This is an optimization exercise on Yosys and OpenROAD, whose aim is small area, not a production implementation. Only simulation tests tie the RTL to the original design; equivalence was not proved. No driver is modelled on the clock port, so clock power and skew are understated where the tree is cut down; a real chip needs a root buffer or a tree. No activity file was given, so power comes from the tool's default toggle rates.

== job 875 ==
==> flow/design.v (excerpt) <==
module top_control_unit(
    input wire clk,
    input wire reset,
    input wire btnL,
    input wire btnR,
    input wire btnC,
    input wire [7:0] multiplicand,
    input wire [7:0] multiplier,
    output wire [6:0] seg,
    output wire [3:0] an,
    output led
);
    reg [1:0] c4;
    reg [4:0] c25;
    reg [3:0] c11;
    always @(posedge clk or posedge reset) begin
        if (reset) begin
            c4 <= 0;
            c25 <= 0;
            c11 <= 0;
        end else begin
            c4 <= c4 + 1'b1;
            c25 <= (c25 == 5'd24) ? 5'd0 : c25 + 1'b1;
            c11 <= (c11 == 4'd10) ? 4'd0 : c11 + 1'b1;
        end
    end
    wire tick = (c4 == 2'd1) && (c25 == 5'd24);
    wire [1:0] digit_index = c11[1:0] - c4;
    wire left_pressed, right_pressed, start_pressed;
    pushbutton_detector pb_left  (.clk(clk), .reset(reset), .en(tick), .x(btnL), .z(left_pressed));
    pushbutton_detector pb_right (.clk(clk), .reset(reset), .en(tick), .x(btnR), .z(right_pressed));
    pushbutton_detector pb_center(.clk(clk), .reset(reset), .en(tick), .x(btnC), .z(start_pressed));
    wire [14:0] prod;
    wire neg;
    serial_parallel_multiplier spm (
        .clk(clk), .rst(reset), .start(start_pressed),
        .x(multiplicand), .y(multiplier),
        .prod(prod), .neg(neg), .flag(led)
    );
    reg [1:0] state;
    always @(posedge clk or posedge reset) begin
        if (reset)
            state <= 0;
        else if (tick) begin
            case (state)
  ...
clock: 30.0 ns
lec_check: 0
abc_area: 1
cap_margin: 20
core_margin: 2
core_utilization: 40
slew_margin: 20
standard.sh (not shown) runs the stock make flow with config.mk's settings and CLKGATE_MAP_FILE= SYNTH_SCRIPT=/design/flow/synth_recipe.tcl, a recipe that flattens the netlist after the stock synthesis.
==> flow/flow/run.sh <==
#!/bin/bash
# Standard synthesis, then the combinational logic re-mapped for area with
# yosys/abc (registers untouched), then the standard layout with small port
# buffers and a lighter clock tree.
set -euo pipefail
W=$(pwd)
R=$W/orfs/results/sky130hd/top_control_unit/base
LIB=$FLOW_HOME/platforms/sky130hd/lib/sky130_fd_sc_hd__tt_025C_1v80.lib

bash standard.sh $R/1_2_yosys.v > synth.log 2>&1
cp $R/1_2_yosys.v synth_std.v
cp $LIB lib.lib
python3 flow/splitlib.py lib.lib comb.lib seq.lib > splitlib.log 2>&1
yosys -s flow/resyn.ys > resyn.log 2>&1
cp synth_resyn.v $R/1_2_yosys.v
rm -f lib.lib comb.lib seq.lib

bash standard.sh \
  "BUFFER_PORTS_ARGS=-buffer_cell sky130_fd_sc_hd__buf_1" \
  "CTS_ARGS=-sink_clustering_enable -repair_clock_nets -buf_list sky130_fd_sc_hd__clkbuf_8 -dont_use_dummy_load" \
  finish > layout.log 2>&1
Other scripts of this flow, unchanged in this note and not shown: flow/flow/resyn.abc, flow/flow/resyn.ys, flow/flow/splitlib.py
Relative to job 875, the following input files were edited for job 505:
-- flow/flow/run.sh --
<<< job 875, line 20
  "CTS_ARGS=-sink_clustering_enable -repair_clock_nets -buf_list sky130_fd_sc_hd__clkbuf_8 -dont_use_dummy_load" \
>>> job 505, line 20
  "CTS_ARGS=-sink_clustering_enable -repair_clock_nets -buf_list sky130_fd_sc_hd__clkbuf_16 -root_buf sky130_fd_sc_hd__clkbuf_16 -sink_clustering_size 100 -sink_clustering_max_diameter 500 -dont_use_dummy_load" \
On total routing resource utilization after global routing, job 505 tracks job 875 almost exactly.
Length of routed wiring on met1 went down slightly going from job 875 to job 505.
On worst path setup slack after routing, job 505 does worse than job 875.
Total design power, job 875 and job 505: higher on job 505
Lower final instance area among job 875 and job 505: job 875
Compared with job 875, the router placed more vias in job 505.
Sort job 875 and job 505 by ratio of routed vias to standard cells, ascending, and job 875 comes first.
Share of the final layout cell area in sequential cells (job 505 over job 875): decrease, 0.97 points

Another version of the RTL of top_control_unit (not shown whole).
Size in the first run: roughly 400 cells after synthesis, roughly 33 I/O pins, roughly 0.0031 mm² of cells after synthesis.
==> flow/config.mk <==
export PLATFORM = sky130hd
export DESIGN_NAME = top_control_unit
export DESIGN_NICKNAME = top_control_unit
export VERILOG_FILES = /design/flow/design.v
export SDC_FILE = /design/flow/constraint.sdc
export NUM_CORES = 4
export LEC_CHECK = 0
export ABC_AREA = 1
export CAP_MARGIN = 20
export CORE_MARGIN = 2
export CORE_UTILIZATION = 40
export SLEW_MARGIN = 20
==> flow/constraint.sdc <==
create_clock -name core_clock -period 30.0 [get_ports {clk}]
set_input_delay 6.0000 -clock core_clock [delete_from_list [all_inputs] [get_ports {clk}]]
set_output_delay 6.0000 -clock core_clock [all_outputs]
set_load 0.01 [all_outputs]
==> flow/flow/run.sh <==
#!/bin/bash
# Standard synthesis, then the combinational logic re-mapped for area with
# yosys/abc (registers untouched), then the standard layout with small port
# buffers and a lighter clock tree.
set -euo pipefail
W=$(pwd)
R=$W/orfs/results/sky130hd/top_control_unit/base
LIB=$FLOW_HOME/platforms/sky130hd/lib/sky130_fd_sc_hd__tt_025C_1v80.lib

bash standard.sh $R/1_2_yosys.v > synth.log 2>&1
cp $R/1_2_yosys.v synth_std.v
cp $LIB lib.lib
python3 flow/splitlib.py lib.lib comb.lib seq.lib > splitlib.log 2>&1
yosys -s flow/resyn.ys > resyn.log 2>&1
cp synth_resyn.v $R/1_2_yosys.v
rm -f lib.lib comb.lib seq.lib

ARGS=("BUFFER_PORTS_ARGS=-buffer_cell sky130_fd_sc_hd__buf_1")
bash standard.sh "${ARGS[@]}" $R/3_place.odb $R/3_place.sdc > place.log 2>&1
RDIR=$R LIBFILE=$LIB NCL=4 CLKBUF=sky130_fd_sc_hd__clkbuf_8 openroad -no_init -exit flow/cts.tcl > cts.log 2>&1
bash standard.sh "${ARGS[@]}" finish > layout.log 2>&1
==> flow/flow/resyn.ys <==
# Re-map the combinational logic of the standard synthesis for area.
# Registers are read as black boxes, so they keep their cells and names.
read_liberty -lib seq.lib
read_liberty -ignore_miss_func comb.lib
read_verilog -defer synth_std.v
hierarchy -top top_control_unit
flatten
delete t:$scopeinfo
opt_clean
tee -o stat_before.txt stat
abc -liberty lib.lib -dont_use *probe* -dont_use *lpflow* -dont_use *clkbuf* -dont_use *clkinv* -dont_use *dly* -script flow/resyn.abc
opt_clean -purge
hilomap -singleton -hicell sky130_fd_sc_hd__conb_1 HI -locell sky130_fd_sc_hd__conb_1 LO
splitnets
opt_clean -purge
tee -o stat_after.txt stat -liberty lib.lib
write_verilog -noattr -nohex -nodec synth_resyn.v
Other scripts of this flow, unchanged in this note and not shown: flow/flow/cts.tcl, flow/flow/resyn.abc, flow/flow/splitlib.py
Edit:
--- a/flow/flow/run.sh
+++ b/flow/flow/run.sh
@@ -1,6 +1,8 @@
 #!/bin/bash
 # Standard synthesis, then the combinational logic re-mapped for area with
-# yosys/abc (registers untouched), then the standard layout with small port
-# buffers and a lighter clock tree.
+# yosys/abc (registers untouched: same cells and names), then the standard
+# layout with buf_1 port buffers, except that the clock tree is built by
+# flow/cts.tcl: four clkbuf_8, each driving a quarter of the registers, fed
+# directly by the clock port.
 set -euo pipefail
 W=$(pwd)
After rerunning:
- The new run ran to the end with no violations
- area after synthesis stays the same
- total power stays the same
- wire length does not change
- critical path depth stays the same
- hold slack stays the same
- core utilization stays the same
- global-route usage stays the same
- via count does not change
Edit:
==> flow/flow/resyn.ys (replaced) <==
# Re-map the combinational logic of the standard synthesis for area (of two
# cells with the same area, only the stronger one is used).
# Registers are read as black boxes, so they keep their cells and names.
read_liberty -lib seq.lib
read_liberty -ignore_miss_func comb.lib
read_verilog -defer synth_std.v
hierarchy -top top_control_unit
flatten
delete t:$scopeinfo
opt_clean
tee -o stat_before.txt stat
abc -liberty lib.lib -dont_use *probe* -dont_use *lpflow* -dont_use *clkbuf* -dont_use *clkinv* -dont_use *dly* -dont_use sky130_fd_sc_hd__inv_1 -dont_use sky130_fd_sc_hd__a21boi_0 -dont_use sky130_fd_sc_hd__and2_0 -dont_use sky130_fd_sc_hd__o21ai_0 -dont_use sky130_fd_sc_hd__o311ai_0 -dont_use sky130_fd_sc_hd__or2_0 -dont_use sky130_fd_sc_hd__or2_1 -dont_use sky130_fd_sc_hd__mux2_1 -dont_use sky130_fd_sc_hd__a21bo_1 -dont_use sky130_fd_sc_hd__a31o_1 -dont_use sky130_fd_sc_hd__and4bb_1 -dont_use sky130_fd_sc_hd__o211a_1 -dont_use sky130_fd_sc_hd__o21ba_1 -dont_use sky130_fd_sc_hd__o221a_1 -dont_use sky130_fd_sc_hd__or3b_1 -dont_use sky130_fd_sc_hd__or4b_1 -script flow/resyn.abc
opt_clean -purge
hilomap -singleton -hicell sky130_fd_sc_hd__conb_1 HI -locell sky130_fd_sc_hd__conb_1 LO
splitnets
opt_clean -purge
tee -o stat_after.txt stat -liberty lib.lib
write_verilog -noattr -nohex -nodec synth_resyn.v
Outcome: The new run completed without violations. Power hardly moves. Combinational power decreases by 6.2%. Hold slack stays flat.
No run of this note takes its clock network from TritonCTS; it comes from the design's own scripts or RTL.

Setup of lagoon:
Another version of the RTL of top_control_unit (not shown whole).
For scale: ~33 I/O pins, about 3100 um2 of cells after synthesis.
Settings: LEC_CHECK=0, ABC_AREA=1, CAP_MARGIN=20, CORE_MARGIN=2, CORE_UTILIZATION=40, SLEW_MARGIN=20; clock period 30.0 ns.
==> flow/flow/run.sh <==
#!/bin/bash
# Standard synthesis, then the combinational logic re-mapped for area with
# yosys/abc (registers untouched), then the standard layout with small port
# buffers and a lighter clock tree.
set -euo pipefail
W=$(pwd)
R=$W/orfs/results/sky130hd/top_control_unit/base
LIB=$FLOW_HOME/platforms/sky130hd/lib/sky130_fd_sc_hd__tt_025C_1v80.lib

bash standard.sh $R/1_2_yosys.v > synth.log 2>&1
cp $R/1_2_yosys.v synth_std.v
cp $LIB lib.lib
python3 flow/splitlib.py lib.lib comb.lib seq.lib > splitlib.log 2>&1
yosys -s flow/resyn.ys > resyn.log 2>&1
cp synth_resyn.v $R/1_2_yosys.v
rm -f lib.lib comb.lib seq.lib

bash standard.sh \
  "BUFFER_PORTS_ARGS=-buffer_cell sky130_fd_sc_hd__buf_1" \
  "CTS_ARGS=-sink_clustering_enable -repair_clock_nets -buf_list sky130_fd_sc_hd__clkbuf_8 -dont_use_dummy_load" \
  "PRE_CTS_TCL=$W/flow/pre_cts.tcl" \
  finish > layout.log 2>&1
==> flow/flow/pre_cts.tcl <==
# One clock buffer for all registers: the clock port drives only this buffer.
insert_buffer -buffer_cell sky130_fd_sc_hd__clkbuf_16 -net clk -buffer_name clkbuf_root -net_name clk_root
Other scripts of this flow, unchanged in this note and not shown: flow/flow/resyn.abc, flow/flow/resyn.ys, flow/flow/splitlib.py
Per the final summary, lagoon finished and its layout is clean on timing, DRC and antenna.
#### Input delta (zinc over lagoon)
-- flow/flow/run.sh --
<<< lagoon, line 20
  "CTS_ARGS=-sink_clustering_enable -repair_clock_nets -buf_list sky130_fd_sc_hd__clkbuf_8 -dont_use_dummy_load" \
  "PRE_CTS_TCL=$W/flow/pre_cts.tcl" \
  finish > layout.log 2>&1
>>> zinc, line 20
  "CTS_ARGS=-sink_clustering_enable -repair_clock_nets -buf_list sky130_fd_sc_hd__clkbuf_8 -dont_use_dummy_load" \
  finish > layout.log 2>&1
removed: flow/flow/pre_cts.tcl
Results
- Largest voltage drop on the vdd net: zinc and lagoon compared, lower one is zinc
- The total wirelength of the detailed-routed design of lagoon and that of zinc are within noise of each other.
- lagoon → zinc: wire length of the first global-routing pass now sits at about the same level; final cell area excluding filler cells fell about 0.7%.
- Going from lagoon to zinc, minimum setup slack in the final design grows by 0.086 ns.
- zinc reports a lower clock network power share than lagoon does.
- As far as number of nets at the end of the flow is concerned, zinc and lagoon perform about the same.
- Final weighted congestion of routability-driven global placement came out exactly the same in zinc and lagoon.
- Compared to lagoon, zinc has part of the cycle the worst path needs 0.29 points lower.
- Via count of the routed design: zinc vs lagoon up 17
- Power: zinc draws less than lagoon
Relative to zinc, the following input files were edited for willow:
-- flow/flow/run.sh --
<<< zinc, line 19
  "BUFFER_PORTS_ARGS=-buffer_cell sky130_fd_sc_hd__buf_1" \
  "CTS_ARGS=-sink_clustering_enable -repair_clock_nets -buf_list sky130_fd_sc_hd__clkbuf_8 -dont_use_dummy_load" \
  finish > layout.log 2>&1
>>> willow, line 19
  "BUFFER_PORTS_ARGS=-buffer_cell sky130_fd_sc_hd__buf_1" \
  "CTS_ARGS=-sink_clustering_enable -repair_clock_nets -buf_list sky130_fd_sc_hd__clkbuf_4 -root_buf sky130_fd_sc_hd__clkbuf_8 -dont_use_dummy_load" \
  finish > layout.log 2>&1
==> comparison <==
Multi-input combinational area share came out exactly the same in willow and zinc. Diff zinc..willow | total congestion overflow after global routing | unchanged. Comparing willow against zinc, there is no change at all in clock-buffer cell count. willow vs. zinc: area of combinational cells with multiple inputs has remained practically unchanged; overall global routing resource usage has remained practically unchanged; global-route wire length before repair has remained practically unchanged.

The RTL this note starts from:
==> flow/design.v <==
`timescale 1ns / 1ps
module helper_bcd_to_7seg(
    input wire [3:0] bcd_in,
    output reg [6:0] seg_out
);
    always @(*) begin
        case (bcd_in)
            4'd0: seg_out = 7'b1000000;
            4'd1: seg_out = 7'b1111001;
            4'd2: seg_out = 7'b0100100;
            4'd3: seg_out = 7'b0110000;
            4'd4: seg_out = 7'b0011001;
            4'd5: seg_out = 7'b0010010;
            4'd6: seg_out = 7'b0000010;
            4'd7: seg_out = 7'b1111000;
            4'd8: seg_out = 7'b0000000;
            4'd9: seg_out = 7'b0010000;
            4'd10: seg_out = 7'b0111111;  
            default: seg_out = 7'b1111111;  
        endcase
    end
endmodule
`timescale 1ns / 1ps
module seven_seg_display(
    input wire [1:0] digit_index,
    input wire [1:0] state,
    input wire neg,
    input wire [19:0] bcd,
    output wire [6:0] seg,
    output reg [3:0] an
);
    reg [3:0] cur;
    always @(*) begin
        case ({state, digit_index})
            4'b00_00: cur = bcd[11:8];
            4'b00_01: cur = bcd[15:12];
            4'b00_10: cur = bcd[19:16];
            4'b01_00: cur = bcd[7:4];
            4'b01_01: cur = bcd[11:8];
            4'b01_10: cur = bcd[15:12];
            4'b10_00: cur = bcd[3:0];
            4'b10_01: cur = bcd[7:4];
            4'b10_10: cur = bcd[11:8];
            default:  cur = neg ? 4'd10 : 4'd15;
        endcase
    end
    helper_bcd_to_7seg d5 (.bcd_in(cur), .seg_out(seg));
    always @(*) begin
        case (digit_index)
            2'd0: an = 4'b1110;
            2'd1: an = 4'b1101;
            2'd2: an = 4'b1011;
            default: an = 4'b0111;
        endcase
    end
endmodule
`timescale 1ns / 1ps
module bin_to_bcd(
    input [7:0] x,
    output h,
    output [3:0] t, u
);
    wire [7:0] m = x[7] ? (~x + 1'b1) : x;
    assign h = (m >= 8'd100);
    wire [6:0] r = h ? m - 8'd100 : m;
    assign t = r / 7'd10;
    assign u = r % 7'd10;
endmodule
`timescale 1ns / 1ps
module serial_parallel_multiplier(
    input clk, rst,
    input start,
    input [7:0] x, y,
    output [19:0] bcd,
    output neg,
    output flag
);
    reg [3:0] cnt;
    reg [7:0] xr;      
    reg [7:0] yr;      
    reg s;             
    reg [16:0] p;      
    wire idle = (cnt == 4'd0) || (cnt == 4'd10);
    wire step = (cnt != 4'd0) && (cnt <= 4'd8);
    assign flag = (cnt == 4'd10);
    wire y7 = s ^ xr[7];
    wire ybit = yr[7] ^ (y7 & (|yr[6:0]));
    wire [3:0] xu, xt;
    wire xh;
    bin_to_bcd conv (.x(xr), .h(xh), .t(xt), .u(xu));
    wire [4:0] v0 = {p[3:0], 1'b0} + (ybit ? xu : 4'd0);
    wire [1:0] c1 = (v0 >= 5'd20) ? 2'd2 : (v0 >= 5'd10) ? 2'd1 : 2'd0;
    wire [3:0] n0 = v0 - (c1 == 2'd2 ? 5'd20 : c1 == 2'd1 ? 5'd10 : 5'd0);
    wire [4:0] v1 = {p[7:4], 1'b0} + (ybit ? xt : 4'd0) + c1;
    wire [1:0] c2 = (v1 >= 5'd20) ? 2'd2 : (v1 >= 5'd10) ? 2'd1 : 2'd0;
    wire [3:0] n1 = v1 - (c2 == 2'd2 ? 5'd20 : c2 == 2'd1 ? 5'd10 : 5'd0);
    wire [4:0] v2 = {p[11:8], 1'b0} + (ybit & xh) + c2;
    wire [1:0] c3 = (v2 >= 5'd20) ? 2'd2 : (v2 >= 5'd10) ? 2'd1 : 2'd0;
    wire [3:0] n2 = v2 - (c3 == 2'd2 ? 5'd20 : c3 == 2'd1 ? 5'd10 : 5'd0);
    wire [4:0] v3 = {p[15:12], 1'b0} + c3;
    wire c4 = (v3 >= 5'd10);
    wire [3:0] n3 = v3 - (c4 ? 5'd10 : 5'd0);
    always @(posedge clk or posedge rst) begin
        if (rst)
            cnt <= 0;
        else if (start && idle)
            cnt <= 1;
        else if (!idle)
            cnt <= cnt + 1'b1;
    end
    always @(posedge clk) begin
        if (start && idle) begin
            xr <= x;
            yr <= y;
            s <= x[7] ^ y[7];
            p <= 17'd0;
        end else if (step) begin
            yr <= {yr[6:0], 1'b0};
            p <= {c4, n3, n2, n1, n0};
        end
    end
    assign bcd = {3'd0, p};
    assign neg = s & (|p);
endmodule
`timescale 1ns / 1ps
module top_control_unit(
    input wire clk,
    input wire reset,
    input wire btnL,
    input wire btnR,
    input wire btnC,
    input wire [7:0] multiplicand,
    input wire [7:0] multiplier,
    output wire [6:0] seg,
    output wire [3:0] an,
    output led
);
    reg [1:0] c4;
    reg [4:0] c25;
    reg [3:0] c11;
    always @(posedge clk or posedge reset) begin
        if (reset) begin
            c4 <= 0;
            c25 <= 0;
            c11 <= 0;
        end else begin
            c4 <= c4 + 1'b1;
            c25 <= (c25 == 5'd24) ? 5'd0 : c25 + 1'b1;
            c11 <= (c11 == 4'd10) ? 4'd0 : c11 + 1'b1;
        end
    end
    wire tick = (c4 == 2'd1) && (c25 == 5'd24);
    wire [1:0] digit_index = c11[1:0] - c4;
    wire left_pressed, right_pressed, start_pressed;
    pushbutton_detector pb_left  (.clk(clk), .reset(reset), .en(tick), .x(btnL), .z(left_pressed));
    pushbutton_detector pb_right (.clk(clk), .reset(reset), .en(tick), .x(btnR), .z(right_pressed));
    pushbutton_detector pb_center(.clk(clk), .reset(reset), .en(tick), .x(btnC), .z(start_pressed));
    wire [19:0] bcd;
    wire neg;
    serial_parallel_multiplier spm (
        .clk(clk), .rst(reset), .start(start_pressed),
        .x(multiplicand), .y(multiplier),
        .bcd(bcd), .neg(neg), .flag(led)
    );
    reg [1:0] state;
    always @(posedge clk or posedge reset) begin
        if (reset)
            state <= 0;
        else if (tick) begin
            case (state)
                2'd0: if (right_pressed) state <= 1;
                2'd1: begin
                    if (right_pressed) state <= 2;
                    else if (left_pressed) state <= 0;
                end
                2'd2: if (left_pressed) state <= 1;
                default: state <= 0;
            endcase
        end
    end
    seven_seg_display display_unit (
        .digit_index(digit_index),
        .state(state),
        .neg(neg),
        .bcd(bcd),
        .seg(seg),
        .an(an)
    );
endmodule
module pushbutton_detector(
    input clk, reset, en, x,
    output reg z
);
    reg q1, q2, q3, meta, sig1, x_prev;
    always @(posedge clk or posedge reset) begin
        if (reset) begin
            q1 <= 0; q2 <= 0; q3 <= 0;
            meta <= 0; sig1 <= 0;
            x_prev <= 0; z <= 0;
        end else if (en) begin
            q1 <= x; q2 <= q1; q3 <= q2;
            meta <= q1 & q2 & q3;
            sig1 <= meta;
            z <= sig1 & ~x_prev;
            x_prev <= sig1;
        end
    end
endmodule
clock: 30.0 ns
lec_check: 0
abc_area: 1
cap_margin: 20
core_margin: 2
core_utilization: 40
cts_buf_list: sky130_fd_sc_hd__clkbuf_8
slew_margin: 20
==> flow/flow/run.sh <==
#!/bin/bash
bash standard.sh > standard.log 2>&1
The starting point passed the timing, design-rule and antenna checks.
Next try:
==> flow/run.sh (new file) <==
#!/bin/bash
# synth_recipe.tcl (not shown) runs the flow's synth.tcl, then flattens the netlist and writes it again
# the make line also repeats each setting of config.mk as NAME=value (left out here)
make -C /OpenROAD-flow-scripts/flow DESIGN_CONFIG=/design/flow/config.mk WORK_HOME=/design/flow/orfs CLKGATE_MAP_FILE= SYNTH_SCRIPT=/design/flow/synth_recipe.tcl finish
Settings changed: ABC_AREA 1 to default, CTS_BUF_LIST sky130_fd_sc_hd__clkbuf_8 to default.
removed: flow/flow/run.sh
removed: flow/standard.sh
After rerunning: Global-route usage stays flat. Die area came out higher by 9.8%. Non-clock buffer count came out higher by 3. Via count came out higher by 13%. Sequential power hardly moves. Hold slack is worse by 0.0050 ns. First-iteration DRC count came out higher to 2.9 times its value. Area after synthesis came out higher by 10%.
Next try:
Settings changed: ABC_AREA from default to 1, CTS_BUF_LIST from default to sky130_fd_sc_hd__clkbuf_8.
The changed run completed without violations.
Routed wire length went down by roughly a tenth.
Synthesized area went down by roughly a tenth.
Synthesized cell count went up slightly.
Critical path depth went down by 29.
Next try:
==> flow/flow/run.sh (new file) <==
#!/bin/bash
# Standard synthesis, then the combinational logic re-mapped for area with
# yosys/abc (registers untouched), then the standard layout with small port
# buffers and a lighter clock tree.
set -euo pipefail
W=$(pwd)
R=$W/orfs/results/sky130hd/top_control_unit/base
LIB=$FLOW_HOME/platforms/sky130hd/lib/sky130_fd_sc_hd__tt_025C_1v80.lib

bash standard.sh $R/1_2_yosys.v > synth.log 2>&1
cp $R/1_2_yosys.v synth_std.v
cp $LIB lib.lib
python3 flow/splitlib.py lib.lib comb.lib seq.lib > splitlib.log 2>&1
yosys -s flow/resyn.ys > resyn.log 2>&1
cp synth_resyn.v $R/1_2_yosys.v
rm -f lib.lib comb.lib seq.lib

bash standard.sh \
  "BUFFER_PORTS_ARGS=-buffer_cell sky130_fd_sc_hd__buf_1" \
  "CTS_ARGS=-sink_clustering_enable -repair_clock_nets -buf_list sky130_fd_sc_hd__clkbuf_8 -dont_use_dummy_load" \
  finish > layout.log 2>&1
==> flow/flow/resyn.abc (new file) <==
strash
dch -f
map -a
strash
dch -f
map -a
strash
dch -f
map -a
topo
==> flow/flow/resyn.ys (new file) <==
# Re-map the combinational logic of the standard synthesis for area.
# Registers are read as black boxes, so they keep their cells and names.
read_liberty -lib seq.lib
read_liberty -ignore_miss_func comb.lib
read_verilog -defer synth_std.v
hierarchy -top top_control_unit
flatten
delete t:$scopeinfo
opt_clean
tee -o stat_before.txt stat
abc -liberty lib.lib -dont_use *probe* -dont_use *lpflow* -dont_use *clkbuf* -dont_use *clkinv* -dont_use *dly* -script flow/resyn.abc
opt_clean -purge
hilomap -singleton -hicell sky130_fd_sc_hd__conb_1 HI -locell sky130_fd_sc_hd__conb_1 LO
splitnets
opt_clean -purge
tee -o stat_after.txt stat -liberty lib.lib
write_verilog -noattr -nohex -nodec synth_resyn.v
==> flow/flow/splitlib.py (new file) <==
import re,sys
src=open(sys.argv[1]).read()
# find cell groups by brace matching
out_comb=[];out_seq=[]
i=0
m=re.search(r'\n\s*cell\s*\(',src)
header=src[:m.start()]
pos=m.start()
cells=[]
while True:
    m=re.compile(r'\n\s*cell\s*\(\s*"?([\w]+)"?\s*\)\s*\{').search(src,pos)
    if not m: break
    j=m.end(); depth=1
    while depth:
        c=src[j]
        if c=='{': depth+=1
        elif c=='}': depth-=1
        j+=1
    body=src[m.start():j]
    seq=bool(re.search(r'\n\s*(ff|latch|statetable|ff_bank)\s*\(',body))
    cells.append((m.group(1),seq,body))
    pos=j
tail='\n}\n'
open(sys.argv[2],'w').write(header+''.join(b for n,s,b in cells if not s)+tail)
open(sys.argv[3],'w').write(header+''.join(b for n,s,b in cells if s)+tail)
print(len(cells), sum(s for n,s,b in cells))
==> flow/standard.sh (new file) <==
#!/bin/bash
# synth_recipe.tcl (not shown) runs the flow's synth.tcl, then flattens the netlist and writes it again
# the make line also repeats each setting of config.mk as NAME=value (left out here)
make -C /OpenROAD-flow-scripts/flow DESIGN_CONFIG=/design/flow/config.mk WORK_HOME=/design/flow/orfs CLKGATE_MAP_FILE= SYNTH_SCRIPT=/design/flow/synth_recipe.tcl "${@:-finish}"
Settings changed: CTS_BUF_LIST sky130_fd_sc_hd__clkbuf_8 to default.
removed: flow/run.sh
Sequential power barely changes.
Wire length drops by 12%.
Clock skew went up by 0.014 ns.
Total power falls by 11%.
Sequential share of layout area rises by 8.0 points.
Cell area is lower by 20%.
First-iteration DRC count is higher by 55%.
Global-route usage rose by 0.73 points.
Worst hold slack got worse by 0.017 ns.
Setup slack improves by 0.49 ns.

[separate check: timing with driven ports]
The flow's constraints put no driver on any port. The routed layouts listed below were extracted and timed again, unchanged, in two steps. Step 1 (the two cells are an assumption about what drives the block):
set clk [get_ports {clk}]
set_driving_cell -lib_cell sky130_fd_sc_hd__clkbuf_16 $clk
set_driving_cell -lib_cell sky130_fd_sc_hd__buf_2 [delete_from_list [all_inputs] $clk]
Step 2 adds t to the input delays and takes it off the output delays; t is the mean of the earliest and latest rising clock arrival at the registers after step 1. Input paths then give back, and output paths get back, about the clock's delay inside the block. Slacks: ideal / step 1 / step 2; pairs: ideal / step 1.
| run | t, ns | setup slack, ns | worst setup path at the end | worst data-port slew with drivers (ns) |
|---|---|---|---|---|
| job 875 | 0.366 | 18.770 / 18.737 / 19.103 | register to output | 0.03 |
| job 505 | 0.356 | 18.754 / 18.716 / 19.072 | register to output | 0.03 |
| the first run of note 2 | 0.208 | 18.433 / 18.372 / 18.580 | register to output | 0.05 |
| the second run of note 2 | 0.208 | 18.433 / 18.372 / 18.580 | register to output | 0.05 |
| the third run of note 2 | 0.206 | 18.529 / 18.470 / 18.676 | register to output | 0.05 |
| lagoon | 0.435 | 18.675 / 18.654 / 19.089 | register to output | 0.03 |
| zinc | 0.326 | 18.761 / 18.731 / 19.057 | register to output | 0.03 |
| willow | 0.326 | 18.761 / 18.731 / 19.057 | register to output | 0.03 |
| the first run of note 4 | 0.382 | 20.501 / 20.470 / 20.851 | register to output | 0.03 |
| the second run of note 4 | 0.362 | 19.220 / 19.220 / 19.220 | register to register | 0.03 |
| the third run of note 4 | 0.382 | 20.501 / 20.470 / 20.851 | register to output | 0.03 |
| the fourth run of note 4 | 0.364 | 20.991 / 20.957 / 21.016 | register to register | 0.03 |
After both steps setup and hold are still met in every run listed.
